From an optimization exercise on the open Yosys and OpenROAD flow, aimed at small area; shortcuts taken in it are not production practice. RTL that was checked went through simulation tests only; none was proved equivalent to the original. Function not checked in run 2: the RTL went through the layout flow alone. Power and IR drop assume default switching activity.

## flow/design.v (module list and top-level ports; edited modules follow where they fit)
// module dot_product_stage_1: 13 lines
// module vd_mul: 1204 lines
// module vd_fa: 6 lines
// module vd_gtn: 6 lines
// module vd_xnor: 5 lines
// module vd_or: 5 lines
// module vd_gt: 6 lines
// module dot_product_stage_2: 177 lines
// module dot_product_TOP: 22 lines
module dot_product_TOP (in_vector_1, in_vector_2, clk, out_scalar);
  // ...
==> flow/flow/run.sh <==
#!/bin/bash
# The standard layout, with the port buffers of a chosen cell.
set -euo pipefail
export BUFFER_PORTS_ARGS="-buffer_cell sky130_fd_sc_hd__buf_4"
bash standard.sh > standard.log 2>&1
==> flow/standard.sh <==
#!/bin/bash
# synth_recipe.tcl (not shown) runs the flow's synth.tcl, then flattens the netlist and writes it again
# the make line also repeats each setting of config.mk as NAME=value (left out here)
make -C /OpenROAD-flow-scripts/flow DESIGN_CONFIG=/design/flow/config.mk WORK_HOME=/design/flow/orfs CLKGATE_MAP_FILE= SYNTH_SCRIPT=/design/flow/synth_recipe.tcl "${@:-finish}"
==> flow/config.mk <==
export PLATFORM = sky130hd
export DESIGN_NAME = dot_product_TOP
export DESIGN_NICKNAME = dot_product_TOP
export VERILOG_FILES = /design/flow/design.v
export SDC_FILE = /design/flow/constraint.sdc
export NUM_CORES = 4
export LEC_CHECK = 0
export CAP_MARGIN = 20
export CORE_MARGIN = 2
export CORE_UTILIZATION = 70
export SLEW_MARGIN = 20
export SYNTH_HIERARCHICAL = 1
export SYNTH_MINIMUM_KEEP_SIZE = 0
==> flow/constraint.sdc <==
create_clock -name core_clock -period 10.0 [get_ports {clk}]
set_input_delay 2.0000 -clock core_clock [delete_from_list [all_inputs] [get_ports {clk}]]
set_output_delay 2.0000 -clock core_clock [all_outputs]
set_load 0.01 [all_outputs]
==> results_dict.tcl, run 1 <==
set metrics [dict create \
    outcome "no timing/DRC/antenna violations" \
    worstSetupStartpoint "stage1_x[18]$_DFF_P_" \
    route.met3.wl_mm 6.655 \
    final_util_pct 73.69 \
    nFlopsAndLatches 76 \
    first_pass_iters 7 \
    yosysWarningCount 7 \
    pre_cts_ws_ps 360.1 \
    postRouteAntennaNets 0 \
    mostFrequentLayoutCell "nand2_1" \
    largest_cell_class "multi-input combinational cells" \
    nWellTaps 461 \
    synth_compound_area_share_pct 5.006 \
    drv_slew 0 \
    track_usage_pct 36.17 \
    htreeDepth 3 \
    worstPathMaxFanout 18 \
    drive_above_1_share_pct 7.578 \
    drtIter0Drc 1272 \
    setup_viol 0 \
    crit_path_end_kind "flip-flop" \
    sequentialPower_uw 341 \
    fin_crit_ps 9585 \
    route.detailed.drc 0 \
    arrival_ps 9810 \
    powerComb_mw 7.86 \
    top_layer_used "met4" \
    powerClk_uw 349 \
]
==> module vd_mul, before the edit <==
module vd_mul (a, b, t);
  input [17:0] a;
  input [17:0] b;
  output [17:0] t;
  wire [323:0] pn;
  assign pn[0] = ~(a[0] & b[0]);
  assign pn[1] = ~(a[0] & b[1]);
  assign pn[2] = ~(a[0] & b[2]);
  assign pn[3] = ~(a[0] & b[3]);
  assign pn[4] = ~(a[0] & b[4]);
  assign pn[5] = ~(a[0] & b[5]);
  assign pn[6] = ~(a[0] & b[6]);
  assign pn[7] = ~(a[0] & b[7]);
  assign pn[8] = ~(a[0] & b[8]);
  assign pn[9] = ~(a[0] & b[9]);
  assign pn[10] = ~(a[0] & b[10]);
  assign pn[11] = ~(a[0] & b[11]);
  assign pn[12] = ~(a[0] & b[12]);
  assign pn[13] = ~(a[0] & b[13]);
  assign pn[14] = ~(a[0] & b[14]);
  assign pn[15] = ~(a[0] & b[15]);
  assign pn[16] = ~(a[0] & b[16]);
  assign pn[17] = ~(a[0] & b[17]);
  assign pn[18] = ~(a[1] & b[0]);
  assign pn[19] = ~(a[1] & b[1]);
  assign pn[20] = ~(a[1] & b[2]);
  assign pn[21] = ~(a[1] & b[3]);
  assign pn[22] = ~(a[1] & b[4]);
  assign pn[23] = ~(a[1] & b[5]);
  assign pn[24] = ~(a[1] & b[6]);
  assign pn[25] = ~(a[1] & b[7]);
  assign pn[26] = ~(a[1] & b[8]);
  assign pn[27] = ~(a[1] & b[9]);
  assign pn[28] = ~(a[1] & b[10]);
  assign pn[29] = ~(a[1] & b[11]);
  assign pn[30] = ~(a[1] & b[12]);
  assign pn[31] = ~(a[1] & b[13]);
  assign pn[32] = ~(a[1] & b[14]);
  assign pn[33] = ~(a[1] & b[15]);
  assign pn[34] = ~(a[1] & b[16]);
  assign pn[35] = ~(a[1] & b[17]);
  assign pn[36] = ~(a[2] & b[0]);
  assign pn[37] = ~(a[2] & b[1]);
  assign pn[38] = ~(a[2] & b[2]);
  assign pn[39] = ~(a[2] & b[3]);
  assign pn[40] = ~(a[2] & b[4]);
  assign pn[41] = ~(a[2] & b[5]);
  assign pn[42] = ~(a[2] & b[6]);
  assign pn[43] = ~(a[2] & b[7]);
  assign pn[44] = ~(a[2] & b[8]);
  assign pn[45] = ~(a[2] & b[9]);
  assign pn[46] = ~(a[2] & b[10]);
  assign pn[47] = ~(a[2] & b[11]);
  assign pn[48] = ~(a[2] & b[12]);
  assign pn[49] = ~(a[2] & b[13]);
  assign pn[50] = ~(a[2] & b[14]);
  assign pn[51] = ~(a[2] & b[15]);
  assign pn[52] = ~(a[2] & b[16]);
  assign pn[53] = ~(a[2] & b[17]);
  assign pn[54] = ~(a[3] & b[0]);
  assign pn[55] = ~(a[3] & b[1]);
  assign pn[56] = ~(a[3] & b[2]);
  assign pn[57] = ~(a[3] & b[3]);
  assign pn[58] = ~(a[3] & b[4]);
  assign pn[59] = ~(a[3] & b[5]);
  assign pn[60] = ~(a[3] & b[6]);
  assign pn[61] = ~(a[3] & b[7]);
  assign pn[62] = ~(a[3] & b[8]);
  assign pn[63] = ~(a[3] & b[9]);
  assign pn[64] = ~(a[3] & b[10]);
  assign pn[65] = ~(a[3] & b[11]);
  assign pn[66] = ~(a[3] & b[12]);
  assign pn[67] = ~(a[3] & b[13]);
  assign pn[68] = ~(a[3] & b[14]);
  assign pn[69] = ~(a[3] & b[15]);
  assign pn[70] = ~(a[3] & b[16]);
  assign pn[71] = ~(a[3] & b[17]);
  assign pn[72] = ~(a[4] & b[0]);
  assign pn[73] = ~(a[4] & b[1]);
  assign pn[74] = ~(a[4] & b[2]);
  assign pn[75] = ~(a[4] & b[3]);
  assign pn[76] = ~(a[4] & b[4]);
  assign pn[77] = ~(a[4] & b[5]);
  assign pn[78] = ~(a[4] & b[6]);
  assign pn[79] = ~(a[4] & b[7]);
  assign pn[80] = ~(a[4] & b[8]);
  assign pn[81] = ~(a[4] & b[9]);
  assign pn[82] = ~(a[4] & b[10]);
  assign pn[83] = ~(a[4] & b[11]);
  assign pn[84] = ~(a[4] & b[12]);
  assign pn[85] = ~(a[4] & b[13]);
  assign pn[86] = ~(a[4] & b[14]);
  assign pn[87] = ~(a[4] & b[15]);
  assign pn[88] = ~(a[4] & b[16]);
  assign pn[89] = ~(a[4] & b[17]);
  assign pn[90] = ~(a[5] & b[0]);
  assign pn[91] = ~(a[5] & b[1]);
  assign pn[92] = ~(a[5] & b[2]);
  assign pn[93] = ~(a[5] & b[3]);
  assign pn[94] = ~(a[5] & b[4]);
  assign pn[95] = ~(a[5] & b[5]);
  assign pn[96] = ~(a[5] & b[6]);
  assign pn[97] = ~(a[5] & b[7]);
  assign pn[98] = ~(a[5] & b[8]);
  assign pn[99] = ~(a[5] & b[9]);
  assign pn[100] = ~(a[5] & b[10]);
  assign pn[101] = ~(a[5] & b[11]);
  assign pn[102] = ~(a[5] & b[12]);
  assign pn[103] = ~(a[5] & b[13]);
  assign pn[104] = ~(a[5] & b[14]);
  assign pn[105] = ~(a[5] & b[15]);
  assign pn[106] = ~(a[5] & b[16]);
  assign pn[107] = ~(a[5] & b[17]);
  assign pn[108] = ~(a[6] & b[0]);
  assign pn[109] = ~(a[6] & b[1]);
  assign pn[110] = ~(a[6] & b[2]);
  assign pn[111] = ~(a[6] & b[3]);
  assign pn[112] = ~(a[6] & b[4]);
  assign pn[113] = ~(a[6] & b[5]);
  assign pn[114] = ~(a[6] & b[6]);
  assign pn[115] = ~(a[6] & b[7]);
  assign pn[116] = ~(a[6] & b[8]);
  assign pn[117] = ~(a[6] & b[9]);
  assign pn[118] = ~(a[6] & b[10]);
  assign pn[119] = ~(a[6] & b[11]);
  assign pn[120] = ~(a[6] & b[12]);
  assign pn[121] = ~(a[6] & b[13]);
  assign pn[122] = ~(a[6] & b[14]);
  assign pn[123] = ~(a[6] & b[15]);
  assign pn[124] = ~(a[6] & b[16]);
  assign pn[125] = ~(a[6] & b[17]);
  assign pn[126] = ~(a[7] & b[0]);
  assign pn[127] = ~(a[7] & b[1]);
  assign pn[128] = ~(a[7] & b[2]);
  assign pn[129] = ~(a[7] & b[3]);
  assign pn[130] = ~(a[7] & b[4]);
  assign pn[131] = ~(a[7] & b[5]);
  assign pn[132] = ~(a[7] & b[6]);
  assign pn[133] = ~(a[7] & b[7]);
  assign pn[134] = ~(a[7] & b[8]);
  assign pn[135] = ~(a[7] & b[9]);
  assign pn[136] = ~(a[7] & b[10]);
  assign pn[137] = ~(a[7] & b[11]);
  assign pn[138] = ~(a[7] & b[12]);
  assign pn[139] = ~(a[7] & b[13]);
  assign pn[140] = ~(a[7] & b[14]);
  assign pn[141] = ~(a[7] & b[15]);
  assign pn[142] = ~(a[7] & b[16]);
  assign pn[143] = ~(a[7] & b[17]);
  assign pn[144] = ~(a[8] & b[0]);
  assign pn[145] = ~(a[8] & b[1]);
  assign pn[146] = ~(a[8] & b[2]);
  assign pn[147] = ~(a[8] & b[3]);
  assign pn[148] = ~(a[8] & b[4]);
  assign pn[149] = ~(a[8] & b[5]);
  assign pn[150] = ~(a[8] & b[6]);
  assign pn[151] = ~(a[8] & b[7]);
  assign pn[152] = ~(a[8] & b[8]);
  assign pn[153] = ~(a[8] & b[9]);
  assign pn[154] = ~(a[8] & b[10]);
  assign pn[155] = ~(a[8] & b[11]);
  assign pn[156] = ~(a[8] & b[12]);
  assign pn[157] = ~(a[8] & b[13]);
  assign pn[158] = ~(a[8] & b[14]);
  assign pn[159] = ~(a[8] & b[15]);
  assign pn[160] = ~(a[8] & b[16]);
  assign pn[161] = ~(a[8] & b[17]);
  assign pn[162] = ~(a[9] & b[0]);
  assign pn[163] = ~(a[9] & b[1]);
  assign pn[164] = ~(a[9] & b[2]);
  assign pn[165] = ~(a[9] & b[3]);
  assign pn[166] = ~(a[9] & b[4]);
  assign pn[167] = ~(a[9] & b[5]);
  assign pn[168] = ~(a[9] & b[6]);
  assign pn[169] = ~(a[9] & b[7]);
  assign pn[170] = ~(a[9] & b[8]);
  assign pn[171] = ~(a[9] & b[9]);
  assign pn[172] = ~(a[9] & b[10]);
  assign pn[173] = ~(a[9] & b[11]);
  assign pn[174] = ~(a[9] & b[12]);
  assign pn[175] = ~(a[9] & b[13]);
  assign pn[176] = ~(a[9] & b[14]);
  assign pn[177] = ~(a[9] & b[15]);
  assign pn[178] = ~(a[9] & b[16]);
  assign pn[179] = ~(a[9] & b[17]);
  assign pn[180] = ~(a[10] & b[0]);
  assign pn[181] = ~(a[10] & b[1]);
  assign pn[182] = ~(a[10] & b[2]);
  assign pn[183] = ~(a[10] & b[3]);
  assign pn[184] = ~(a[10] & b[4]);
  assign pn[185] = ~(a[10] & b[5]);
  assign pn[186] = ~(a[10] & b[6]);
  assign pn[187] = ~(a[10] & b[7]);
  assign pn[188] = ~(a[10] & b[8]);
  assign pn[189] = ~(a[10] & b[9]);
  assign pn[190] = ~(a[10] & b[10]);
  assign pn[191] = ~(a[10] & b[11]);
  assign pn[192] = ~(a[10] & b[12]);
  assign pn[193] = ~(a[10] & b[13]);
  assign pn[194] = ~(a[10] & b[14]);
  assign pn[195] = ~(a[10] & b[15]);
  assign pn[196] = ~(a[10] & b[16]);
  assign pn[197] = ~(a[10] & b[17]);
  assign pn[198] = ~(a[11] & b[0]);
  assign pn[199] = ~(a[11] & b[1]);
  assign pn[200] = ~(a[11] & b[2]);
  assign pn[201] = ~(a[11] & b[3]);
  assign pn[202] = ~(a[11] & b[4]);
  assign pn[203] = ~(a[11] & b[5]);
  assign pn[204] = ~(a[11] & b[6]);
  assign pn[205] = ~(a[11] & b[7]);
  assign pn[206] = ~(a[11] & b[8]);
  assign pn[207] = ~(a[11] & b[9]);
  assign pn[208] = ~(a[11] & b[10]);
  assign pn[209] = ~(a[11] & b[11]);
  assign pn[210] = ~(a[11] & b[12]);
  assign pn[211] = ~(a[11] & b[13]);
  assign pn[212] = ~(a[11] & b[14]);
  assign pn[213] = ~(a[11] & b[15]);
  assign pn[214] = ~(a[11] & b[16]);
  assign pn[216] = ~(a[12] & b[0]);
  assign pn[217] = ~(a[12] & b[1]);
  assign pn[218] = ~(a[12] & b[2]);
  assign pn[219] = ~(a[12] & b[3]);
  assign pn[220] = ~(a[12] & b[4]);
  assign pn[221] = ~(a[12] & b[5]);
  assign pn[222] = ~(a[12] & b[6]);
  assign pn[223] = ~(a[12] & b[7]);
  assign pn[224] = ~(a[12] & b[8]);
  assign pn[225] = ~(a[12] & b[9]);
  assign pn[226] = ~(a[12] & b[10]);
  assign pn[227] = ~(a[12] & b[11]);
  assign pn[228] = ~(a[12] & b[12]);
  assign pn[229] = ~(a[12] & b[13]);
  assign pn[230] = ~(a[12] & b[14]);
  assign pn[231] = ~(a[12] & b[15]);
  assign pn[234] = ~(a[13] & b[0]);
  assign pn[235] = ~(a[13] & b[1]);
  assign pn[236] = ~(a[13] & b[2]);
  assign pn[237] = ~(a[13] & b[3]);
  assign pn[238] = ~(a[13] & b[4]);
  assign pn[239] = ~(a[13] & b[5]);
  assign pn[240] = ~(a[13] & b[6]);
  assign pn[241] = ~(a[13] & b[7]);
  assign pn[242] = ~(a[13] & b[8]);
  assign pn[243] = ~(a[13] & b[9]);
  assign pn[244] = ~(a[13] & b[10]);
  assign pn[245] = ~(a[13] & b[11]);
  assign pn[246] = ~(a[13] & b[12]);
  assign pn[247] = ~(a[13] & b[13]);
  assign pn[248] = ~(a[13] & b[14]);
  assign pn[252] = ~(a[14] & b[0]);
  assign pn[253] = ~(a[14] & b[1]);
  assign pn[254] = ~(a[14] & b[2]);
  assign pn[255] = ~(a[14] & b[3]);
  assign pn[256] = ~(a[14] & b[4]);
  assign pn[257] = ~(a[14] & b[5]);
  assign pn[258] = ~(a[14] & b[6]);
  assign pn[259] = ~(a[14] & b[7]);
  assign pn[260] = ~(a[14] & b[8]);
  assign pn[261] = ~(a[14] & b[9]);
  assign pn[262] = ~(a[14] & b[10]);
  assign pn[263] = ~(a[14] & b[11]);
  assign pn[264] = ~(a[14] & b[12]);
  assign pn[265] = ~(a[14] & b[13]);
  assign pn[270] = ~(a[15] & b[0]);
  assign pn[271] = ~(a[15] & b[1]);
  assign pn[272] = ~(a[15] & b[2]);
  assign pn[273] = ~(a[15] & b[3]);
  assign pn[274] = ~(a[15] & b[4]);
  assign pn[275] = ~(a[15] & b[5]);
  assign pn[276] = ~(a[15] & b[6]);
  assign pn[277] = ~(a[15] & b[7]);
  assign pn[278] = ~(a[15] & b[8]);
  assign pn[279] = ~(a[15] & b[9]);
  assign pn[280] = ~(a[15] & b[10]);
  assign pn[281] = ~(a[15] & b[11]);
  assign pn[282] = ~(a[15] & b[12]);
  assign pn[288] = ~(a[16] & b[0]);
  assign pn[289] = ~(a[16] & b[1]);
  assign pn[290] = ~(a[16] & b[2]);
  assign pn[291] = ~(a[16] & b[3]);
  assign pn[292] = ~(a[16] & b[4]);
  assign pn[293] = ~(a[16] & b[5]);
  assign pn[294] = ~(a[16] & b[6]);
  assign pn[295] = ~(a[16] & b[7]);
  assign pn[296] = ~(a[16] & b[8]);
  assign pn[297] = ~(a[16] & b[9]);
  assign pn[298] = ~(a[16] & b[10]);
  assign pn[299] = ~(a[16] & b[11]);
  assign pn[306] = ~(a[17] & b[0]);
  assign pn[307] = ~(a[17] & b[1]);
  assign pn[308] = ~(a[17] & b[2]);
  assign pn[309] = ~(a[17] & b[3]);
  assign pn[310] = ~(a[17] & b[4]);
  assign pn[311] = ~(a[17] & b[5]);
  assign pn[312] = ~(a[17] & b[6]);
  assign pn[313] = ~(a[17] & b[7]);
  assign pn[314] = ~(a[17] & b[8]);
  assign pn[315] = ~(a[17] & b[9]);
  assign pn[316] = ~(a[17] & b[10]);
  wire s1;
  wire c2;
  vd_xnor x2 (.a(pn[13]), .b(pn[30]), .y(s1));
  vd_or o2 (.a(pn[13]), .b(pn[30]), .y(c2));
  wire s3;
  wire c4;
  vd_fa u4 (.a(pn[14]), .b(pn[31]), .ci(pn[48]), .s(s3), .co(c4));
  wire s5;
  wire c6;
  vd_xnor x6 (.a(pn[65]), .b(pn[82]), .y(s5));
  vd_or o6 (.a(pn[65]), .b(pn[82]), .y(c6));
  wire s7;
  wire c8;
  vd_fa u8 (.a(pn[15]), .b(pn[32]), .ci(pn[49]), .s(s7), .co(c8));
  wire s9;
  wire c10;
  vd_fa u10 (.a(pn[66]), .b(pn[83]), .ci(pn[100]), .s(s9), .co(c10));
  wire s11;
  wire c12;
  vd_xnor x12 (.a(pn[117]), .b(pn[134]), .y(s11));
  vd_or o12 (.a(pn[117]), .b(pn[134]), .y(c12));
  wire s13;
  wire c14;
  vd_fa u14 (.a(pn[16]), .b(pn[33]), .ci(pn[50]), .s(s13), .co(c14));
  wire s15;
  wire c16;
  vd_fa u16 (.a(pn[67]), .b(pn[84]), .ci(pn[101]), .s(s15), .co(c16));
  wire s17;
  wire c18;
  vd_fa u18 (.a(pn[118]), .b(pn[135]), .ci(pn[152]), .s(s17), .co(c18));
  wire s19;
  wire c20;
  vd_xnor x20 (.a(pn[169]), .b(pn[186]), .y(s19));
  vd_or o20 (.a(pn[169]), .b(pn[186]), .y(c20));
  wire s21;
  wire c22;
  vd_fa u22 (.a(pn[17]), .b(pn[34]), .ci(pn[51]), .s(s21), .co(c22));
  wire s23;
  wire c24;
  vd_fa u24 (.a(pn[68]), .b(pn[85]), .ci(pn[102]), .s(s23), .co(c24));
  wire s25;
  wire c26;
  vd_fa u26 (.a(pn[119]), .b(pn[136]), .ci(pn[153]), .s(s25), .co(c26));
  wire s27;
  wire c28;
  vd_fa u28 (.a(pn[170]), .b(pn[187]), .ci(pn[204]), .s(s27), .co(c28));
  wire s29;
  wire c30;
  vd_xnor x30 (.a(pn[221]), .b(pn[238]), .y(s29));
  vd_or o30 (.a(pn[221]), .b(pn[238]), .y(c30));
  wire s31;
  wire c32;
  vd_fa u32 (.a(pn[35]), .b(pn[52]), .ci(pn[69]), .s(s31), .co(c32));
  wire s33;
  wire c34;
  vd_fa u34 (.a(pn[86]), .b(pn[103]), .ci(pn[120]), .s(s33), .co(c34));
  wire s35;
  wire c36;
  vd_fa u36 (.a(pn[137]), .b(pn[154]), .ci(pn[171]), .s(s35), .co(c36));
  wire s37;
  wire c38;
  vd_fa u38 (.a(pn[188]), .b(pn[205]), .ci(pn[222]), .s(s37), .co(c38));
  wire s39;
  wire c40;
  vd_xnor x40 (.a(pn[239]), .b(pn[256]), .y(s39));
  vd_or o40 (.a(pn[239]), .b(pn[256]), .y(c40));
  wire s41;
  wire c42;
  vd_fa u42 (.a(pn[53]), .b(pn[70]), .ci(pn[87]), .s(s41), .co(c42));
  wire s43;
  wire c44;
  vd_fa u44 (.a(pn[104]), .b(pn[121]), .ci(pn[138]), .s(s43), .co(c44));
  wire s45;
  wire c46;
  vd_fa u46 (.a(pn[155]), .b(pn[172]), .ci(pn[189]), .s(s45), .co(c46));
  wire s47;
  wire c48;
  vd_fa u48 (.a(pn[206]), .b(pn[223]), .ci(pn[240]), .s(s47), .co(c48));
  wire s49;
  wire c50;
  vd_fa u50 (.a(pn[71]), .b(pn[88]), .ci(pn[105]), .s(s49), .co(c50));
  wire s51;
  wire c52;
  vd_fa u52 (.a(pn[122]), .b(pn[139]), .ci(pn[156]), .s(s51), .co(c52));
  wire s53;
  wire c54;
  vd_fa u54 (.a(pn[173]), .b(pn[190]), .ci(pn[207]), .s(s53), .co(c54));
  wire s55;
  wire c56;
  vd_fa u56 (.a(pn[89]), .b(pn[106]), .ci(pn[123]), .s(s55), .co(c56));
  wire s57;
  wire c58;
  vd_fa u58 (.a(pn[140]), .b(pn[157]), .ci(pn[174]), .s(s57), .co(c58));
  wire s59;
  wire c60;
  vd_fa u60 (.a(pn[107]), .b(pn[124]), .ci(pn[141]), .s(s59), .co(c60));
  wire s61;
  wire c62;
  vd_xnor x62 (.a(pn[9]), .b(pn[26]), .y(s61));
  vd_or o62 (.a(pn[9]), .b(pn[26]), .y(c62));
  wire s63;
  wire c64;
  vd_fa u64 (.a(pn[10]), .b(pn[27]), .ci(pn[44]), .s(s63), .co(c64));
  wire s65;
  wire c66;
  vd_xnor x66 (.a(pn[61]), .b(pn[78]), .y(s65));
  vd_or o66 (.a(pn[61]), .b(pn[78]), .y(c66));
  wire s67;
  wire c68;
  vd_fa u68 (.a(pn[11]), .b(pn[28]), .ci(pn[45]), .s(s67), .co(c68));
  wire s69;
  wire c70;
  vd_fa u70 (.a(pn[62]), .b(pn[79]), .ci(pn[96]), .s(s69), .co(c70));
  wire s71;
  wire c72;
  vd_xnor x72 (.a(pn[113]), .b(pn[130]), .y(s71));
  vd_or o72 (.a(pn[113]), .b(pn[130]), .y(c72));
  wire s73;
  wire c74;
  vd_fa u74 (.a(pn[12]), .b(pn[29]), .ci(pn[46]), .s(s73), .co(c74));
  wire s75;
  wire c76;
  vd_fa u76 (.a(pn[63]), .b(pn[80]), .ci(pn[97]), .s(s75), .co(c76));
  wire s77;
  wire c78;
  vd_fa u78 (.a(pn[114]), .b(pn[131]), .ci(pn[148]), .s(s77), .co(c78));
  wire s79;
  wire c80;
  vd_xnor x80 (.a(pn[165]), .b(pn[182]), .y(s79));
  vd_or o80 (.a(pn[165]), .b(pn[182]), .y(c80));
  wire s81;
  wire c82;
  vd_fa u82 (.a(pn[47]), .b(pn[64]), .ci(pn[81]), .s(s81), .co(c82));
  wire s83;
  wire c84;
  vd_fa u84 (.a(pn[98]), .b(pn[115]), .ci(pn[132]), .s(s83), .co(c84));
  wire s85;
  wire c86;
  vd_fa u86 (.a(pn[149]), .b(pn[166]), .ci(pn[183]), .s(s85), .co(c86));
  wire s87;
  wire c88;
  vd_fa u88 (.a(pn[200]), .b(pn[217]), .ci(pn[234]), .s(s87), .co(c88));
  wire s89;
  wire c90;
  vd_fa u90 (.a(pn[99]), .b(pn[116]), .ci(pn[133]), .s(s89), .co(c90));
  wire s91;
  wire c92;
  vd_fa u92 (.a(pn[150]), .b(pn[167]), .ci(pn[184]), .s(s91), .co(c92));
  wire s93;
  wire c94;
  vd_fa u94 (.a(pn[201]), .b(pn[218]), .ci(pn[235]), .s(s93), .co(c94));
  wire s95;
  wire c96;
  vd_fa u96 (.a(pn[252]), .b(c2), .ci(s5), .s(s95), .co(c96));
  wire s97;
  wire c98;
  vd_fa u98 (.a(pn[151]), .b(pn[168]), .ci(pn[185]), .s(s97), .co(c98));
  wire s99;
  wire c100;
  vd_fa u100 (.a(pn[202]), .b(pn[219]), .ci(pn[236]), .s(s99), .co(c100));
  wire s101;
  wire c102;
  vd_fa u102 (.a(pn[253]), .b(pn[270]), .ci(c6), .s(s101), .co(c102));
  wire s103;
  wire c104;
  vd_fa u104 (.a(s11), .b(c4), .ci(s7), .s(s103), .co(c104));
  wire s105;
  wire c106;
  vd_fa u106 (.a(pn[203]), .b(pn[220]), .ci(pn[237]), .s(s105), .co(c106));
  wire s107;
  wire c108;
  vd_fa u108 (.a(pn[254]), .b(pn[271]), .ci(pn[288]), .s(s107), .co(c108));
  wire s109;
  wire c110;
  vd_fa u110 (.a(c12), .b(s19), .ci(c8), .s(s109), .co(c110));
  wire s111;
  wire c112;
  vd_fa u112 (.a(c10), .b(s13), .ci(s15), .s(s111), .co(c112));
  wire s113;
  wire c114;
  vd_fa u114 (.a(pn[255]), .b(pn[272]), .ci(pn[289]), .s(s113), .co(c114));
  wire s115;
  wire c116;
  vd_fa u116 (.a(pn[306]), .b(c20), .ci(s29), .s(s115), .co(c116));
  wire s117;
  wire c118;
  vd_fa u118 (.a(c14), .b(c16), .ci(c18), .s(s117), .co(c118));
  wire s119;
  wire c120;
  vd_fa u120 (.a(s21), .b(s23), .ci(s25), .s(s119), .co(c120));
  wire s121;
  wire c122;
  vd_fa u122 (.a(pn[273]), .b(pn[290]), .ci(pn[307]), .s(s121), .co(c122));
  wire s123;
  wire c124;
  vd_fa u124 (.a(c30), .b(s39), .ci(c22), .s(s123), .co(c124));
  wire s125;
  wire c126;
  vd_fa u126 (.a(c24), .b(c26), .ci(c28), .s(s125), .co(c126));
  wire s127;
  wire c128;
  vd_fa u128 (.a(s31), .b(s33), .ci(s35), .s(s127), .co(c128));
  wire s129;
  wire c130;
  vd_fa u130 (.a(pn[257]), .b(pn[274]), .ci(pn[291]), .s(s129), .co(c130));
  wire s131;
  wire c132;
  vd_fa u132 (.a(pn[308]), .b(c40), .ci(c32), .s(s131), .co(c132));
  wire s133;
  wire c134;
  vd_fa u134 (.a(c34), .b(c36), .ci(c38), .s(s133), .co(c134));
  wire s135;
  wire c136;
  vd_fa u136 (.a(s41), .b(s43), .ci(s45), .s(s135), .co(c136));
  wire s137;
  wire c138;
  vd_fa u138 (.a(pn[224]), .b(pn[241]), .ci(pn[258]), .s(s137), .co(c138));
  wire s139;
  wire c140;
  vd_fa u140 (.a(pn[275]), .b(pn[292]), .ci(pn[309]), .s(s139), .co(c140));
  wire s141;
  wire c142;
  vd_fa u142 (.a(c42), .b(c44), .ci(c46), .s(s141), .co(c142));
  wire s143;
  wire c144;
  vd_fa u144 (.a(c48), .b(s49), .ci(s51), .s(s143), .co(c144));
  wire s145;
  wire c146;
  vd_fa u146 (.a(pn[191]), .b(pn[208]), .ci(pn[225]), .s(s145), .co(c146));
  wire s147;
  wire c148;
  vd_fa u148 (.a(pn[242]), .b(pn[259]), .ci(pn[276]), .s(s147), .co(c148));
  wire s149;
  wire c150;
  vd_fa u150 (.a(pn[293]), .b(pn[310]), .ci(c50), .s(s149), .co(c150));
  wire s151;
  wire c152;
  vd_fa u152 (.a(c52), .b(c54), .ci(s55), .s(s151), .co(c152));
  wire s153;
  wire c154;
  vd_fa u154 (.a(pn[158]), .b(pn[175]), .ci(pn[192]), .s(s153), .co(c154));
  wire s155;
  wire c156;
  vd_fa u156 (.a(pn[209]), .b(pn[226]), .ci(pn[243]), .s(s155), .co(c156));
  wire s157;
  wire c158;
  vd_fa u158 (.a(pn[260]), .b(pn[277]), .ci(pn[294]), .s(s157), .co(c158));
  wire s159;
  wire c160;
  vd_fa u160 (.a(pn[311]), .b(c56), .ci(c58), .s(s159), .co(c160));
  wire s161;
  wire c162;
  vd_fa u162 (.a(pn[125]), .b(pn[142]), .ci(pn[159]), .s(s161), .co(c162));
  wire s163;
  wire c164;
  vd_fa u164 (.a(pn[176]), .b(pn[193]), .ci(pn[210]), .s(s163), .co(c164));
  wire s165;
  wire c166;
  vd_fa u166 (.a(pn[227]), .b(pn[244]), .ci(pn[261]), .s(s165), .co(c166));
  wire s167;
  wire c168;
  vd_fa u168 (.a(pn[278]), .b(pn[295]), .ci(pn[312]), .s(s167), .co(c168));
  wire s169;
  wire c170;
  vd_fa u170 (.a(pn[143]), .b(pn[160]), .ci(pn[177]), .s(s169), .co(c170));
  wire s171;
  wire c172;
  vd_fa u172 (.a(pn[194]), .b(pn[211]), .ci(pn[228]), .s(s171), .co(c172));
  wire s173;
  wire c174;
  vd_fa u174 (.a(pn[245]), .b(pn[262]), .ci(pn[279]), .s(s173), .co(c174));
  wire s175;
  wire c176;
  vd_fa u176 (.a(pn[161]), .b(pn[178]), .ci(pn[195]), .s(s175), .co(c176));
  wire s177;
  wire c178;
  vd_fa u178 (.a(pn[212]), .b(pn[229]), .ci(pn[246]), .s(s177), .co(c178));
  wire s179;
  wire c180;
  vd_fa u180 (.a(pn[179]), .b(pn[196]), .ci(pn[213]), .s(s179), .co(c180));
  wire s181;
  wire c182;
  vd_xnor x182 (.a(pn[6]), .b(pn[23]), .y(s181));
  vd_or o182 (.a(pn[6]), .b(pn[23]), .y(c182));
  wire s183;
  wire c184;
  vd_fa u184 (.a(pn[7]), .b(pn[24]), .ci(pn[41]), .s(s183), .co(c184));
  wire s185;
  wire c186;
  vd_xnor x186 (.a(pn[58]), .b(pn[75]), .y(s185));
  vd_or o186 (.a(pn[58]), .b(pn[75]), .y(c186));
  wire s187;
  wire c188;
  vd_fa u188 (.a(pn[8]), .b(pn[25]), .ci(pn[42]), .s(s187), .co(c188));
  wire s189;
  wire c190;
  vd_fa u190 (.a(pn[59]), .b(pn[76]), .ci(pn[93]), .s(s189), .co(c190));
  wire s191;
  wire c192;
  vd_xnor x192 (.a(pn[110]), .b(pn[127]), .y(s191));
  vd_or o192 (.a(pn[110]), .b(pn[127]), .y(c192));
  wire s193;
  wire c194;
  vd_fa u194 (.a(pn[43]), .b(pn[60]), .ci(pn[77]), .s(s193), .co(c194));
  wire s195;
  wire c196;
  vd_fa u196 (.a(pn[94]), .b(pn[111]), .ci(pn[128]), .s(s195), .co(c196));
  wire s197;
  wire c198;
  vd_fa u198 (.a(pn[145]), .b(pn[162]), .ci(s61), .s(s197), .co(c198));
  wire s199;
  wire c200;
  vd_fa u200 (.a(pn[95]), .b(pn[112]), .ci(pn[129]), .s(s199), .co(c200));
  wire s201;
  wire c202;
  vd_fa u202 (.a(pn[146]), .b(pn[163]), .ci(pn[180]), .s(s201), .co(c202));
  wire s203;
  wire c204;
  vd_fa u204 (.a(c62), .b(s65), .ci(s63), .s(s203), .co(c204));
  wire s205;
  wire c206;
  vd_fa u206 (.a(pn[147]), .b(pn[164]), .ci(pn[181]), .s(s205), .co(c206));
  wire s207;
  wire c208;
  vd_fa u208 (.a(pn[198]), .b(c66), .ci(s71), .s(s207), .co(c208));
  wire s209;
  wire c210;
  vd_fa u210 (.a(c64), .b(s67), .ci(s69), .s(s209), .co(c210));
  wire s211;
  wire c212;
  vd_fa u212 (.a(pn[199]), .b(pn[216]), .ci(c72), .s(s211), .co(c212));
  wire s213;
  wire c214;
  vd_fa u214 (.a(s79), .b(c68), .ci(c70), .s(s213), .co(c214));
  wire s215;
  wire c216;
  vd_fa u216 (.a(s73), .b(s75), .ci(s77), .s(s215), .co(c216));
  wire s217;
  wire c218;
  vd_fa u218 (.a(c80), .b(s1), .ci(c74), .s(s217), .co(c218));
  wire s219;
  wire c220;
  vd_fa u220 (.a(c76), .b(c78), .ci(s81), .s(s219), .co(c220));
  wire s221;
  wire c222;
  vd_fa u222 (.a(s83), .b(s85), .ci(s87), .s(s221), .co(c222));
  wire s223;
  wire c224;
  vd_fa u224 (.a(c82), .b(c84), .ci(c86), .s(s223), .co(c224));
  wire s225;
  wire c226;
  vd_fa u226 (.a(c88), .b(s89), .ci(s91), .s(s225), .co(c226));
  wire s227;
  wire c228;
  vd_fa u228 (.a(s93), .b(s3), .ci(s95), .s(s227), .co(c228));
  wire s229;
  wire c230;
  vd_fa u230 (.a(c90), .b(c92), .ci(c94), .s(s229), .co(c230));
  wire s231;
  wire c232;
  vd_fa u232 (.a(s97), .b(s99), .ci(s9), .s(s231), .co(c232));
  wire s233;
  wire c234;
  vd_fa u234 (.a(c96), .b(s101), .ci(s103), .s(s233), .co(c234));
  wire s235;
  wire c236;
  vd_fa u236 (.a(c98), .b(c100), .ci(s105), .s(s235), .co(c236));
  wire s237;
  wire c238;
  vd_fa u238 (.a(s107), .b(s17), .ci(c102), .s(s237), .co(c238));
  wire s239;
  wire c240;
  vd_fa u240 (.a(c104), .b(s109), .ci(s111), .s(s239), .co(c240));
  wire s241;
  wire c242;
  vd_fa u242 (.a(c106), .b(c108), .ci(s113), .s(s241), .co(c242));
  wire s243;
  wire c244;
  vd_fa u244 (.a(s27), .b(s115), .ci(c110), .s(s243), .co(c244));
  wire s245;
  wire c246;
  vd_fa u246 (.a(c112), .b(s117), .ci(s119), .s(s245), .co(c246));
  wire s247;
  wire c248;
  vd_fa u248 (.a(c114), .b(s121), .ci(s37), .s(s247), .co(c248));
  wire s249;
  wire c250;
  vd_fa u250 (.a(c116), .b(c118), .ci(s123), .s(s249), .co(c250));
  wire s251;
  wire c252;
  vd_fa u252 (.a(c120), .b(s125), .ci(s127), .s(s251), .co(c252));
  wire s253;
  wire c254;
  vd_fa u254 (.a(c122), .b(s129), .ci(s47), .s(s253), .co(c254));
  wire s255;
  wire c256;
  vd_fa u256 (.a(c124), .b(c126), .ci(s131), .s(s255), .co(c256));
  wire s257;
  wire c258;
  vd_fa u258 (.a(c128), .b(s133), .ci(s135), .s(s257), .co(c258));
  wire s259;
  wire c260;
  vd_fa u260 (.a(c130), .b(s137), .ci(s139), .s(s259), .co(c260));
  wire s261;
  wire c262;
  vd_fa u262 (.a(s53), .b(c132), .ci(c134), .s(s261), .co(c262));
  wire s263;
  wire c264;
  vd_fa u264 (.a(c136), .b(s141), .ci(s143), .s(s263), .co(c264));
  wire s265;
  wire c266;
  vd_fa u266 (.a(c138), .b(c140), .ci(s145), .s(s265), .co(c266));
  wire s267;
  wire c268;
  vd_fa u268 (.a(s147), .b(s57), .ci(c142), .s(s267), .co(c268));
  wire s269;
  wire c270;
  vd_fa u270 (.a(s149), .b(c144), .ci(s151), .s(s269), .co(c270));
  wire s271;
  wire c272;
  vd_fa u272 (.a(c146), .b(c148), .ci(s153), .s(s271), .co(c272));
  wire s273;
  wire c274;
  vd_fa u274 (.a(s155), .b(s157), .ci(s59), .s(s273), .co(c274));
  wire s275;
  wire c276;
  vd_fa u276 (.a(c150), .b(c152), .ci(s159), .s(s275), .co(c276));
  wire s277;
  wire c278;
  vd_fa u278 (.a(c154), .b(c156), .ci(c158), .s(s277), .co(c278));
  wire s279;
  wire c280;
  vd_fa u280 (.a(c60), .b(s161), .ci(s163), .s(s279), .co(c280));
  wire s281;
  wire c282;
  vd_fa u282 (.a(s165), .b(s167), .ci(c160), .s(s281), .co(c282));
  wire s283;
  wire c284;
  vd_fa u284 (.a(pn[296]), .b(pn[313]), .ci(c162), .s(s283), .co(c284));
  wire s285;
  wire c286;
  vd_fa u286 (.a(c164), .b(c166), .ci(c168), .s(s285), .co(c286));
  wire s287;
  wire c288;
  vd_fa u288 (.a(s169), .b(s171), .ci(s173), .s(s287), .co(c288));
  wire s289;
  wire c290;
  vd_fa u290 (.a(pn[263]), .b(pn[280]), .ci(pn[297]), .s(s289), .co(c290));
  wire s291;
  wire c292;
  vd_fa u292 (.a(pn[314]), .b(c170), .ci(c172), .s(s291), .co(c292));
  wire s293;
  wire c294;
  vd_fa u294 (.a(c174), .b(s175), .ci(s177), .s(s293), .co(c294));
  wire s295;
  wire c296;
  vd_fa u296 (.a(pn[230]), .b(pn[247]), .ci(pn[264]), .s(s295), .co(c296));
  wire s297;
  wire c298;
  vd_fa u298 (.a(pn[281]), .b(pn[298]), .ci(pn[315]), .s(s297), .co(c298));
  wire s299;
  wire c300;
  vd_fa u300 (.a(c176), .b(c178), .ci(s179), .s(s299), .co(c300));
  wire s301;
  wire c302;
  vd_fa u302 (.a(pn[197]), .b(pn[214]), .ci(pn[231]), .s(s301), .co(c302));
  wire s303;
  wire c304;
  vd_fa u304 (.a(pn[248]), .b(pn[265]), .ci(pn[282]), .s(s303), .co(c304));
  wire s305;
  wire c306;
  vd_fa u306 (.a(pn[299]), .b(pn[316]), .ci(c180), .s(s305), .co(c306));
  wire s307;
  wire c308;
  vd_xnor x308 (.a(pn[4]), .b(pn[21]), .y(s307));
  vd_or o308 (.a(pn[4]), .b(pn[21]), .y(c308));
  wire s309;
  wire c310;
  vd_fa u310 (.a(pn[5]), .b(pn[22]), .ci(pn[39]), .s(s309), .co(c310));
  wire s311;
  wire c312;
  vd_xnor x312 (.a(pn[56]), .b(pn[73]), .y(s311));
  vd_or o312 (.a(pn[56]), .b(pn[73]), .y(c312));
  wire s313;
  wire c314;
  vd_fa u314 (.a(pn[40]), .b(pn[57]), .ci(pn[74]), .s(s313), .co(c314));
  wire s315;
  wire c316;
  vd_fa u316 (.a(pn[91]), .b(pn[108]), .ci(s181), .s(s315), .co(c316));
  wire s317;
  wire c318;
  vd_fa u318 (.a(pn[92]), .b(pn[109]), .ci(pn[126]), .s(s317), .co(c318));
  wire s319;
  wire c320;
  vd_fa u320 (.a(c182), .b(s185), .ci(s183), .s(s319), .co(c320));
  wire s321;
  wire c322;
  vd_fa u322 (.a(pn[144]), .b(c186), .ci(s191), .s(s321), .co(c322));
  wire s323;
  wire c324;
  vd_fa u324 (.a(c184), .b(s187), .ci(s189), .s(s323), .co(c324));
  wire s325;
  wire c326;
  vd_fa u326 (.a(c192), .b(c188), .ci(c190), .s(s325), .co(c326));
  wire s327;
  wire c328;
  vd_fa u328 (.a(s193), .b(s195), .ci(s197), .s(s327), .co(c328));
  wire s329;
  wire c330;
  vd_fa u330 (.a(c194), .b(c196), .ci(s199), .s(s329), .co(c330));
  wire s331;
  wire c332;
  vd_fa u332 (.a(s201), .b(c198), .ci(s203), .s(s331), .co(c332));
  wire s333;
  wire c334;
  vd_fa u334 (.a(c200), .b(c202), .ci(s205), .s(s333), .co(c334));
  wire s335;
  wire c336;
  vd_fa u336 (.a(s207), .b(c204), .ci(s209), .s(s335), .co(c336));
  wire s337;
  wire c338;
  vd_fa u338 (.a(c206), .b(c208), .ci(s211), .s(s337), .co(c338));
  wire s339;
  wire c340;
  vd_fa u340 (.a(c210), .b(s213), .ci(s215), .s(s339), .co(c340));
  wire s341;
  wire c342;
  vd_fa u342 (.a(c212), .b(c214), .ci(s217), .s(s341), .co(c342));
  wire s343;
  wire c344;
  vd_fa u344 (.a(c216), .b(s219), .ci(s221), .s(s343), .co(c344));
  wire s345;
  wire c346;
  vd_fa u346 (.a(c218), .b(c220), .ci(c222), .s(s345), .co(c346));
  wire s347;
  wire c348;
  vd_fa u348 (.a(s223), .b(s225), .ci(s227), .s(s347), .co(c348));
  wire s349;
  wire c350;
  vd_fa u350 (.a(c224), .b(c226), .ci(s229), .s(s349), .co(c350));
  wire s351;
  wire c352;
  vd_fa u352 (.a(s231), .b(c228), .ci(s233), .s(s351), .co(c352));
  wire s353;
  wire c354;
  vd_fa u354 (.a(c230), .b(c232), .ci(s235), .s(s353), .co(c354));
  wire s355;
  wire c356;
  vd_fa u356 (.a(s237), .b(c234), .ci(s239), .s(s355), .co(c356));
  wire s357;
  wire c358;
  vd_fa u358 (.a(c236), .b(s241), .ci(c238), .s(s357), .co(c358));
  wire s359;
  wire c360;
  vd_fa u360 (.a(s243), .b(c240), .ci(s245), .s(s359), .co(c360));
  wire s361;
  wire c362;
  vd_fa u362 (.a(c242), .b(s247), .ci(c244), .s(s361), .co(c362));
  wire s363;
  wire c364;
  vd_fa u364 (.a(c246), .b(s249), .ci(s251), .s(s363), .co(c364));
  wire s365;
  wire c366;
  vd_fa u366 (.a(c248), .b(s253), .ci(c250), .s(s365), .co(c366));
  wire s367;
  wire c368;
  vd_fa u368 (.a(c252), .b(s255), .ci(s257), .s(s367), .co(c368));
  wire s369;
  wire c370;
  vd_fa u370 (.a(c254), .b(s259), .ci(c256), .s(s369), .co(c370));
  wire s371;
  wire c372;
  vd_fa u372 (.a(s261), .b(c258), .ci(s263), .s(s371), .co(c372));
  wire s373;
  wire c374;
  vd_fa u374 (.a(c260), .b(s265), .ci(c262), .s(s373), .co(c374));
  wire s375;
  wire c376;
  vd_fa u376 (.a(s267), .b(c264), .ci(s269), .s(s375), .co(c376));
  wire s377;
  wire c378;
  vd_fa u378 (.a(c266), .b(s271), .ci(s273), .s(s377), .co(c378));
  wire s379;
  wire c380;
  vd_fa u380 (.a(c268), .b(c270), .ci(s275), .s(s379), .co(c380));
  wire s381;
  wire c382;
  vd_fa u382 (.a(c272), .b(c274), .ci(s277), .s(s381), .co(c382));
  wire s383;
  wire c384;
  vd_fa u384 (.a(s279), .b(c276), .ci(s281), .s(s383), .co(c384));
  wire s385;
  wire c386;
  vd_fa u386 (.a(c278), .b(s283), .ci(c280), .s(s385), .co(c386));
  wire s387;
  wire c388;
  vd_fa u388 (.a(s285), .b(s287), .ci(c282), .s(s387), .co(c388));
  wire s389;
  wire c390;
  vd_fa u390 (.a(s289), .b(c284), .ci(c286), .s(s389), .co(c390));
  wire s391;
  wire c392;
  vd_fa u392 (.a(c288), .b(s291), .ci(s293), .s(s391), .co(c392));
  wire s393;
  wire c394;
  vd_fa u394 (.a(c290), .b(s295), .ci(s297), .s(s393), .co(c394));
  wire s395;
  wire c396;
  vd_fa u396 (.a(c292), .b(c294), .ci(s299), .s(s395), .co(c396));
  wire s397;
  wire c398;
  vd_fa u398 (.a(c296), .b(c298), .ci(s301), .s(s397), .co(c398));
  wire s399;
  wire c400;
  vd_fa u400 (.a(s303), .b(c300), .ci(s305), .s(s399), .co(c400));
  wire s401;
  wire c402;
  vd_xnor x402 (.a(pn[3]), .b(pn[20]), .y(s401));
  vd_or o402 (.a(pn[3]), .b(pn[20]), .y(c402));
  wire s403;
  wire c404;
  vd_fa u404 (.a(pn[38]), .b(pn[55]), .ci(pn[72]), .s(s403), .co(c404));
  wire s405;
  wire c406;
  vd_fa u406 (.a(pn[90]), .b(c308), .ci(s311), .s(s405), .co(c406));
  wire s407;
  wire c408;
  vd_fa u408 (.a(c312), .b(c310), .ci(s313), .s(s407), .co(c408));
  wire s409;
  wire c410;
  vd_fa u410 (.a(c314), .b(s317), .ci(c316), .s(s409), .co(c410));
  wire s411;
  wire c412;
  vd_fa u412 (.a(c318), .b(s321), .ci(c320), .s(s411), .co(c412));
  wire s413;
  wire c414;
  vd_fa u414 (.a(c322), .b(c324), .ci(s325), .s(s413), .co(c414));
  wire s415;
  wire c416;
  vd_fa u416 (.a(c326), .b(s329), .ci(c328), .s(s415), .co(c416));
  wire s417;
  wire c418;
  vd_fa u418 (.a(c330), .b(s333), .ci(c332), .s(s417), .co(c418));
  wire s419;
  wire c420;
  vd_fa u420 (.a(c334), .b(s337), .ci(c336), .s(s419), .co(c420));
  wire s421;
  wire c422;
  vd_fa u422 (.a(c338), .b(c340), .ci(s341), .s(s421), .co(c422));
  wire s423;
  wire c424;
  vd_fa u424 (.a(c342), .b(c344), .ci(s345), .s(s423), .co(c424));
  wire s425;
  wire c426;
  vd_fa u426 (.a(c346), .b(s349), .ci(c348), .s(s425), .co(c426));
  wire s427;
  wire c428;
  vd_fa u428 (.a(c350), .b(s353), .ci(c352), .s(s427), .co(c428));
  wire s429;
  wire c430;
  vd_fa u430 (.a(c354), .b(s357), .ci(c356), .s(s429), .co(c430));
  wire s431;
  wire c432;
  vd_fa u432 (.a(c358), .b(s361), .ci(c360), .s(s431), .co(c432));
  wire s433;
  wire c434;
  vd_fa u434 (.a(c362), .b(s365), .ci(c364), .s(s433), .co(c434));
  wire s435;
  wire c436;
  vd_fa u436 (.a(c366), .b(s369), .ci(c368), .s(s435), .co(c436));
  wire s437;
  wire c438;
  vd_fa u438 (.a(c370), .b(s373), .ci(c372), .s(s437), .co(c438));
  wire s439;
  wire c440;
  vd_fa u440 (.a(s377), .b(c374), .ci(c376), .s(s439), .co(c440));
  wire s441;
  wire c442;
  vd_fa u442 (.a(c378), .b(s381), .ci(c380), .s(s441), .co(c442));
  wire s443;
  wire c444;
  vd_fa u444 (.a(c382), .b(s385), .ci(s387), .s(s443), .co(c444));
  wire s445;
  wire c446;
  vd_fa u446 (.a(c386), .b(s389), .ci(s391), .s(s445), .co(c446));
  wire s447;
  wire c448;
  vd_fa u448 (.a(s393), .b(c390), .ci(c392), .s(s447), .co(c448));
  wire s449;
  wire c450;
  vd_fa u450 (.a(c394), .b(s397), .ci(c396), .s(s449), .co(c450));
  wire s451;
  wire c452;
  vd_xnor x452 (.a(pn[2]), .b(pn[19]), .y(s451));
  vd_or o452 (.a(pn[2]), .b(pn[19]), .y(c452));
  wire s453;
  wire c454;
  vd_fa u454 (.a(pn[37]), .b(pn[54]), .ci(s401), .s(s453), .co(c454));
  wire s455;
  wire c456;
  vd_fa u456 (.a(c402), .b(s307), .ci(s403), .s(s455), .co(c456));
  wire s457;
  wire c458;
  vd_fa u458 (.a(c404), .b(s309), .ci(s405), .s(s457), .co(c458));
  wire s459;
  wire c460;
  vd_fa u460 (.a(c406), .b(s315), .ci(s407), .s(s459), .co(c460));
  wire s461;
  wire c462;
  vd_fa u462 (.a(c408), .b(s319), .ci(s409), .s(s461), .co(c462));
  wire s463;
  wire c464;
  vd_fa u464 (.a(s323), .b(c410), .ci(s411), .s(s463), .co(c464));
  wire s465;
  wire c466;
  vd_fa u466 (.a(s327), .b(c412), .ci(s413), .s(s465), .co(c466));
  wire s467;
  wire c468;
  vd_fa u468 (.a(c414), .b(s331), .ci(s415), .s(s467), .co(c468));
  wire s469;
  wire c470;
  vd_fa u470 (.a(s335), .b(c416), .ci(s417), .s(s469), .co(c470));
  wire s471;
  wire c472;
  vd_fa u472 (.a(s339), .b(c418), .ci(s419), .s(s471), .co(c472));
  wire s473;
  wire c474;
  vd_fa u474 (.a(s343), .b(c420), .ci(s421), .s(s473), .co(c474));
  wire s475;
  wire c476;
  vd_fa u476 (.a(s347), .b(c422), .ci(s423), .s(s475), .co(c476));
  wire s477;
  wire c478;
  vd_fa u478 (.a(c424), .b(s351), .ci(s425), .s(s477), .co(c478));
  wire s479;
  wire c480;
  vd_fa u480 (.a(s355), .b(c426), .ci(s427), .s(s479), .co(c480));
  wire s481;
  wire c482;
  vd_fa u482 (.a(s359), .b(c428), .ci(s429), .s(s481), .co(c482));
  wire s483;
  wire c484;
  vd_fa u484 (.a(s363), .b(c430), .ci(s431), .s(s483), .co(c484));
  wire s485;
  wire c486;
  vd_fa u486 (.a(s367), .b(c432), .ci(s433), .s(s485), .co(c486));
  wire s487;
  wire c488;
  vd_fa u488 (.a(s371), .b(c434), .ci(s435), .s(s487), .co(c488));
  wire s489;
  wire c490;
  vd_fa u490 (.a(s375), .b(c436), .ci(s437), .s(s489), .co(c490));
  wire s491;
  wire c492;
  vd_fa u492 (.a(s379), .b(c438), .ci(s439), .s(s491), .co(c492));
  wire s493;
  wire c494;
  vd_fa u494 (.a(s383), .b(c440), .ci(s441), .s(s493), .co(c494));
  wire s495;
  wire c496;
  vd_fa u496 (.a(c384), .b(s443), .ci(c442), .s(s495), .co(c496));
  wire s497;
  wire c498;
  vd_fa u498 (.a(c388), .b(s445), .ci(c444), .s(s497), .co(c498));
  wire s499;
  wire c500;
  vd_fa u500 (.a(s395), .b(c446), .ci(s447), .s(s499), .co(c500));
  wire s501;
  wire c502;
  vd_fa u502 (.a(s399), .b(c448), .ci(s449), .s(s501), .co(c502));
  wire c503;
  assign c503 = pn[1] | pn[18];
  wire c504;
  assign c504 = (pn[36] & s451) | (pn[36] & c503) | (s451 & c503);
  wire c505;
  assign c505 = (c452 & s453) | (c452 & c504) | (s453 & c504);
  wire c506;
  assign c506 = (c454 & s455) | (c454 & c505) | (s455 & c505);
  wire c507;
  assign c507 = (c456 & s457) | (c456 & c506) | (s457 & c506);
  wire c508;
  assign c508 = (c458 & s459) | (c458 & c507) | (s459 & c507);
  wire c509;
  assign c509 = (c460 & s461) | (c460 & c508) | (s461 & c508);
  wire c510;
  assign c510 = (c462 & s463) | (c462 & c509) | (s463 & c509);
  wire c511;
  assign c511 = (c464 & s465) | (c464 & c510) | (s465 & c510);
  wire s512;
  wire c513;
  vd_fa u513 (.a(c466), .b(s467), .ci(c511), .s(s512), .co(c513));
  wire s514;
  wire c515;
  vd_fa u515 (.a(c468), .b(s469), .ci(c513), .s(s514), .co(c515));
  wire s516;
  wire c517;
  vd_fa u517 (.a(c470), .b(s471), .ci(c515), .s(s516), .co(c517));
  wire s518;
  wire c519;
  vd_fa u519 (.a(c472), .b(s473), .ci(c517), .s(s518), .co(c519));
  wire s520;
  wire c521;
  vd_fa u521 (.a(c474), .b(s475), .ci(c519), .s(s520), .co(c521));
  wire s522;
  wire c523;
  vd_fa u523 (.a(c476), .b(s477), .ci(c521), .s(s522), .co(c523));
  wire s524;
  wire c525;
  vd_fa u525 (.a(c478), .b(s479), .ci(c523), .s(s524), .co(c525));
  wire s526;
  wire c527;
  vd_fa u527 (.a(c480), .b(s481), .ci(c525), .s(s526), .co(c527));
  wire g528;
  wire t529;
  vd_gtn u529 (.an(c482), .bn(s483), .g(g528), .t(t529));
  wire s530;
  assign s530 = (t529 & ~g528) ^ ~c527;
  wire c531;
  assign c531 = g528 | (t529 & ~c527);
  wire g532;
  wire t533;
  vd_gtn u533 (.an(c484), .bn(s485), .g(g532), .t(t533));
  wire s534;
  assign s534 = (t533 & ~g532) ^ c531;
  wire c535;
  assign c535 = g532 | (t533 & c531);
  wire g536;
  wire t537;
  vd_gtn u537 (.an(c486), .bn(s487), .g(g536), .t(t537));
  wire s538;
  assign s538 = (t537 & ~g536) ^ c535;
  wire c539;
  assign c539 = g536 | (t537 & c535);
  wire g540;
  wire t541;
  vd_gtn u541 (.an(c488), .bn(s489), .g(g540), .t(t541));
  wire s542;
  assign s542 = (t541 & ~g540) ^ c539;
  wire c543;
  assign c543 = g540 | (t541 & c539);
  wire g544;
  wire t545;
  vd_gtn u545 (.an(c490), .bn(s491), .g(g544), .t(t545));
  wire s546;
  assign s546 = (t545 & ~g544) ^ c543;
  wire c547;
  assign c547 = g544 | (t545 & c543);
  wire g548;
  wire t549;
  vd_gtn u549 (.an(c492), .bn(s493), .g(g548), .t(t549));
  wire s550;
  assign s550 = (t549 & ~g548) ^ c547;
  wire c551;
  assign c551 = g548 | (t549 & c547);
  wire g552;
  wire t553;
  vd_gtn u553 (.an(c494), .bn(s495), .g(g552), .t(t553));
  wire s554;
  assign s554 = (t553 & ~g552) ^ c551;
  wire c555;
  assign c555 = g552 | (t553 & c551);
  wire g556;
  wire t557;
  vd_gtn u557 (.an(s497), .bn(c496), .g(g556), .t(t557));
  wire s558;
  assign s558 = (t557 & ~g556) ^ c555;
  wire c559;
  assign c559 = g556 | (t557 & c555);
  wire g560;
  wire t561;
  vd_gtn u561 (.an(s499), .bn(c498), .g(g560), .t(t561));
  wire s562;
  assign s562 = (t561 & ~g560) ^ c559;
  wire c563;
  assign c563 = g560 | (t561 & c559);
  wire g564;
  wire t565;
  vd_gtn u565 (.an(c500), .bn(s501), .g(g564), .t(t565));
  wire s566;
  assign s566 = (t565 & ~g564) ^ c563;
  wire c567;
  assign c567 = g564 | (t565 & c563);
  wire hi = (a[11] & (|b[17:17])) | (a[12] & (|b[17:16])) | (a[13] & (|b[17:15])) | (a[14] & (|b[17:14])) | (a[15] & (|b[17:13])) | (a[16] & (|b[17:12])) | (a[17] & (|b[17:11]));
  wire sat = hi | ~c302 | ~c304 | ~c306 | ~c398 | ~c400 | ~c450 | ~c502 | c567;
  assign t[0] = ~s512 | sat;
  assign t[1] = ~s514 | sat;
  assign t[2] = ~s516 | sat;
  assign t[3] = ~s518 | sat;
  assign t[4] = ~s520 | sat;
  assign t[5] = ~s522 | sat;
  assign t[6] = ~s524 | sat;
  assign t[7] = ~s526 | sat;
  assign t[8] = s530 | sat;
  assign t[9] = s534 | sat;
  assign t[10] = s538 | sat;
  assign t[11] = s542 | sat;
  assign t[12] = s546 | sat;
  assign t[13] = s550 | sat;
  assign t[14] = s554 | sat;
  assign t[15] = s558 | sat;
  assign t[16] = s562 | sat;
  assign t[17] = s566 | sat;
endmodule
==> inputs of run 2 (changes only) <==
--- a/flow/design.v
+++ b/flow/design.v
@@ -1083,7 +1083,7 @@
   wire c502;
   vd_fa u502 (.a(s399), .b(c448), .ci(s449), .s(s501), .co(c502));
   wire c503;
-  assign c503 = pn[1] | pn[18];
+  vd_or o503 (.a(pn[1]), .b(pn[18]), .y(c503));
   wire c504;
   assign c504 = (pn[36] & s451) | (pn[36] & c503) | (s451 & c503);
   wire c505;
==> flow/flow/run.sh (replaced) <==
#!/bin/bash
# The standard layout, with the port buffers of a chosen cell.
set -euo pipefail
export BUFFER_PORTS_ARGS="-buffer_cell sky130_fd_sc_hd__buf_2"
bash standard.sh > standard.log 2>&1
--- a/flow/config.mk
+++ b/flow/config.mk
@@ -5,9 +5,9 @@
 export SDC_FILE = /design/flow/constraint.sdc
 export NUM_CORES = 4
 export LEC_CHECK = 0
-export CAP_MARGIN = 20
+export CAP_MARGIN = 0
 export CORE_MARGIN = 2
 export CORE_UTILIZATION = 70
-export SLEW_MARGIN = 20
+export SLEW_MARGIN = 0
 export SYNTH_HIERARCHICAL = 1
 export SYNTH_MINIMUM_KEEP_SIZE = 0
==> run 2 against run 1 <==
  * First-iteration DRC count up 24%
  * Sequential share of layout area about the same
  * Die area down 1.3%
  * Global-route usage grew 1.9 points
  * Flip-flop and latch count is the same
  * Non-clock buffer count is 67 higher
  * Final area down 0.63%
  * Critical path depth is the same
  * Critical path type unchanged
==> results_dict.tcl, run 2 <==
set metrics [dict create \
    fmax_mhz 104.8 \
    setup_viol 0 \
    routabilityCongestion 0.9299 \
    first_pass_iters 6 \
    clkTransAtPathRegs_ps 50 \
    die_w_um 191.7 \
    pre_cts_ws_ps 288.6 \
    p_total_mw 7.758 \
    final_cell_mix "nand2_1 (995), fa_1 (759), buf_2 (133), xnor2_1 (111)" \
    syn_nets 3382 \
    synthTopCellsByCount "nand2_1 (995), fa_1 (759), clkbuf_1 (189)" \
    drive_above_1_share_pct 9.739 \
    initial_utilization_pct 71.23 \
    vias_per_cell 6.212 \
    vias 18520 \
    seq_area_frac_synth_pct 6.168 \
    cap_violations 0 \
    core_region_area_um2 34630 \
    pwr-share-seq_pct 4.4 \
    yosysMostFrequentCell "nand2_1" \
    postRouteAntennaNets 0 \
    synth_top_flop_cell "dfxtp_1" \
    avgSynthCellArea_um2 9.843 \
    clock-sinks 76 \
    numCtsBuffers 9 \
    htreeDepth 3 \
    track_usage_pct 38.07 \
    worst_slew_pin_slew_ps 561.5 \
    insertion_delay_ps 340 \
    dieArea_um2 36750 \
    mostFrequentLayoutCell "nand2_1" \
    synth_edf_count 0 \
    synth.top_cell.area_share_pct 61.60 \
    finalClockSkew_ps 4.252 \
    path_buf_inv 2 \
    rsz0062_at_grt "no" \
    fin_setup_tns_ps 0 \
    drt-total-wl_mm 64.28 \
    hpwl_mm 51.99 \
    antenna_found_initial 3 \
    synth_largest_area_cell "fa_1" \
    clockRootBuffer "clkbuf_16" \
    hold_viol_final 0 \
    grt_first_pass_wirelength_mm 106.9 \
    worstPathMaxFanout 9 \
    netlist_area_um2 24670 \
    wl_per_cell_um 21.56 \
    grt_max_degree 19 \
    criticalPathCategory "reg2reg" \
    syn_to_final_growth_pct 5.078 \
    timing.final.crit_share_pct 95.41 \
    num_io_pins 134 \
    drtIter0Drc 1582 \
    clock_path_buffers 2 \
    cpPeakStageDelay_ps 470 \
    async_flop_share_pct 0 \
    placed_cells 2962 \
    nets 3398 \
    cts_hold_buf 0 \
    power_density_nw_per_um2 299.3 \
    antennaDiodeCount 0 \
    outcome "no timing/DRC/antenna violations" \
    cp_common_cell "fa_1" \
    rows 68 \
    syn_inst 2506 \
    worstReg2RegStart "stage1_x[18]$_DFF_P_" \
    max-slew-margin-rel_pct 62.29 \
    setup_slack_ps 459.1 \
    grt_pass1_vias 20480 \
    cts_tree "done" \
    slowest_stage "fa_1" \
    yosysWarningCount 7 \
    port_buffers 133 \
    peakVddDrop_uv 340.0 \
    route.detailed.drc 0 \
    hold_path_class "reg2reg" \
    p_sw_share_pct 51.67 \
    die_y_um 191.7 \
    fin_crit_ps 9541 \
    clock_power_share_pct 3.6 \
    ys_types 63 \
    synth_area_leaders "fa_1 (62%), nand2_1 (15%), dfxtp_1 (6.2%)" \
    p_sw_mw 4.009 \
    layout.cells.non_filler 2981 \
    comb_power_share_pct 92.0 \
    p_leak_nw 8.949 \
    start_kind "flip-flop" \
    crit_path_end_kind "flip-flop" \
    globalRoute.totalOverflow 0 \
    ys_ff_latch 76 \
    drv_slew 0 \
    crit_required_ps 10230 \
    worstSetupStartpoint "stage1_x[18]$_DFF_P_" \
    cp_top_family "adder cells" \
    arrival_ps 9770 \
    min_from "stage1_x[18]$_DFF_P_" \
    intPower_mw 3.749 \
]
==> run 2: cell count changes after synthesis, sizes merged, moves of 12 or more <==
cell / previous run / this run
o211ai: 50 / 2
a21oi: 31 / 10
nor4: 16 / 4
o21ai: 17 / 32
nand2: 953 / 995
clkbuf: 174 / 189
buf: 39 / 15
==> run 2: kinds of logic (layout without fill, tap and decap cells) <==
group	after synthesis	after routing	share of synthesized area (%)
flops	76	76	6.168
fa+ha+maj	767	767	61.95
mux	1	1	0.04058
xor+xnor	130	130	4.677
compound gates	114	114	3.505
simple gates	1195	1195	20.10
buf+inv	223	243	3.561
==> run 2: layout make-up <==
type	instances	area (um2)
multi-input cells	2207	22270
fillers	2532	8710
flip-flops and latches	76	1521
repair buffers	209	1236
well taps	455	569.3
clock buffers	12	236.5
inverters	19	71.32
clock inverters	3	15.01
==> run 2: metrics by stage <==
stage,hold WS [ps],util [%],cell area (um2)
after CTS,615.9,74.75,25890
after detailed placement,611.9,74.03,25630
after global routing,632.9,74.85,25920
after floorplan,720.4,-,24670
final,602.3,74.85,25920
after global placement,572.8,74.03,25630
==> run 2: per-layer routing <==
layer  wire length, um  track usage (%)
met2             30850            60.65
met3              7299            8.551
met4              2143            11.72
met1             23950            53.15
met5                40                0
==> run 2: power by group through the flow <==
stage / Combinational (mW) / Clock [mW] / Sequential [mW]
6_report: 7.14 / 0.280 / 0.340
5_1_grt: 8.20 / 0.298 / 0.343
4_1_cts: 7.15 / 0.284 / 0.341
3_5_place_dp: 7.11 / 0 / 0.347
3_3_place_gp: 6.91 / 0 / 0.346
2_1_floorplan: 5.50 / 0 / 0.356
==> run 2: Yosys stat by module, one instance, submodules excluded <==
module | copies in the design | area [um2] | cells
vd_mul | 3 | 1924 | 448
vd_xnor | 51 | 8.758 | 1
dot_product_stage_2 | 1 | 1106 | 152
vd_gt | 4 | 13.76 | 2
vd_gtn | 30 | 7.507 | 2
vd_fa | 758 | 20.02 | 1
vd_or | 54 | 6.256 | 1
dot_product_stage_1 | 1 | 26.28 | 3
dot_product_TOP | 1 | 1521 | 76
==> run 2: path summary, 6_finish.rpt <==
path                                  to  slack, ps  depth (start not counted)
setup / recovery   stage2_out[0]$_DFF_P_        460                         30
setup reg to reg   stage2_out[0]$_DFF_P_        460                         30
hold reg to reg   stage2_out[18]$_DFF_P_        600                          1
hold / removal    stage2_out[18]$_DFF_P_        600                          1
==> run 2: what timing repair did <==
| item | CTS | global route |
|---|---|---|
| gates resized for setup | 0 | 1 |
| buffers inserted | 0 | 4 |
| endpoints found under the setup margin | 0 | 11 |

port drivers added, routing unchanged:
In the flow no input, the clock included, has a driving cell. The finished layouts below were timed again as built, in two steps. Step 1, drivers: a clkbuf_16 drives clk and a buf_2 each remaining input, both assumed. Step 2 adds t to the input delays and takes it off the output delays; t is the mean of the earliest and latest rising clock arrival at the registers after step 1. Input paths then give back, and output paths get back, about the clock's delay inside the block. a / b / c = no drivers / after step 1 / after step 2; a / b = the first two.
run | shift t [ns] | slack for setup (ns) | worst setup path after step 2 | slew at the worst register clock pin (ns) | worst data-port slew with drivers (ns)
run 1 | 0.373 | 0.415 / 0.415 / 0.415 | register to register | 0.06 / 0.06 | 0.04
run 2 | 0.376 | 0.459 / 0.459 / 0.236 | input to register | 0.05 / 0.05 | 0.13
After both steps setup and hold are still met in every run listed. For run 2, which loses most, drivers alone change the setup slack by 0.000 ns; drivers and shift together by -0.223 ns.
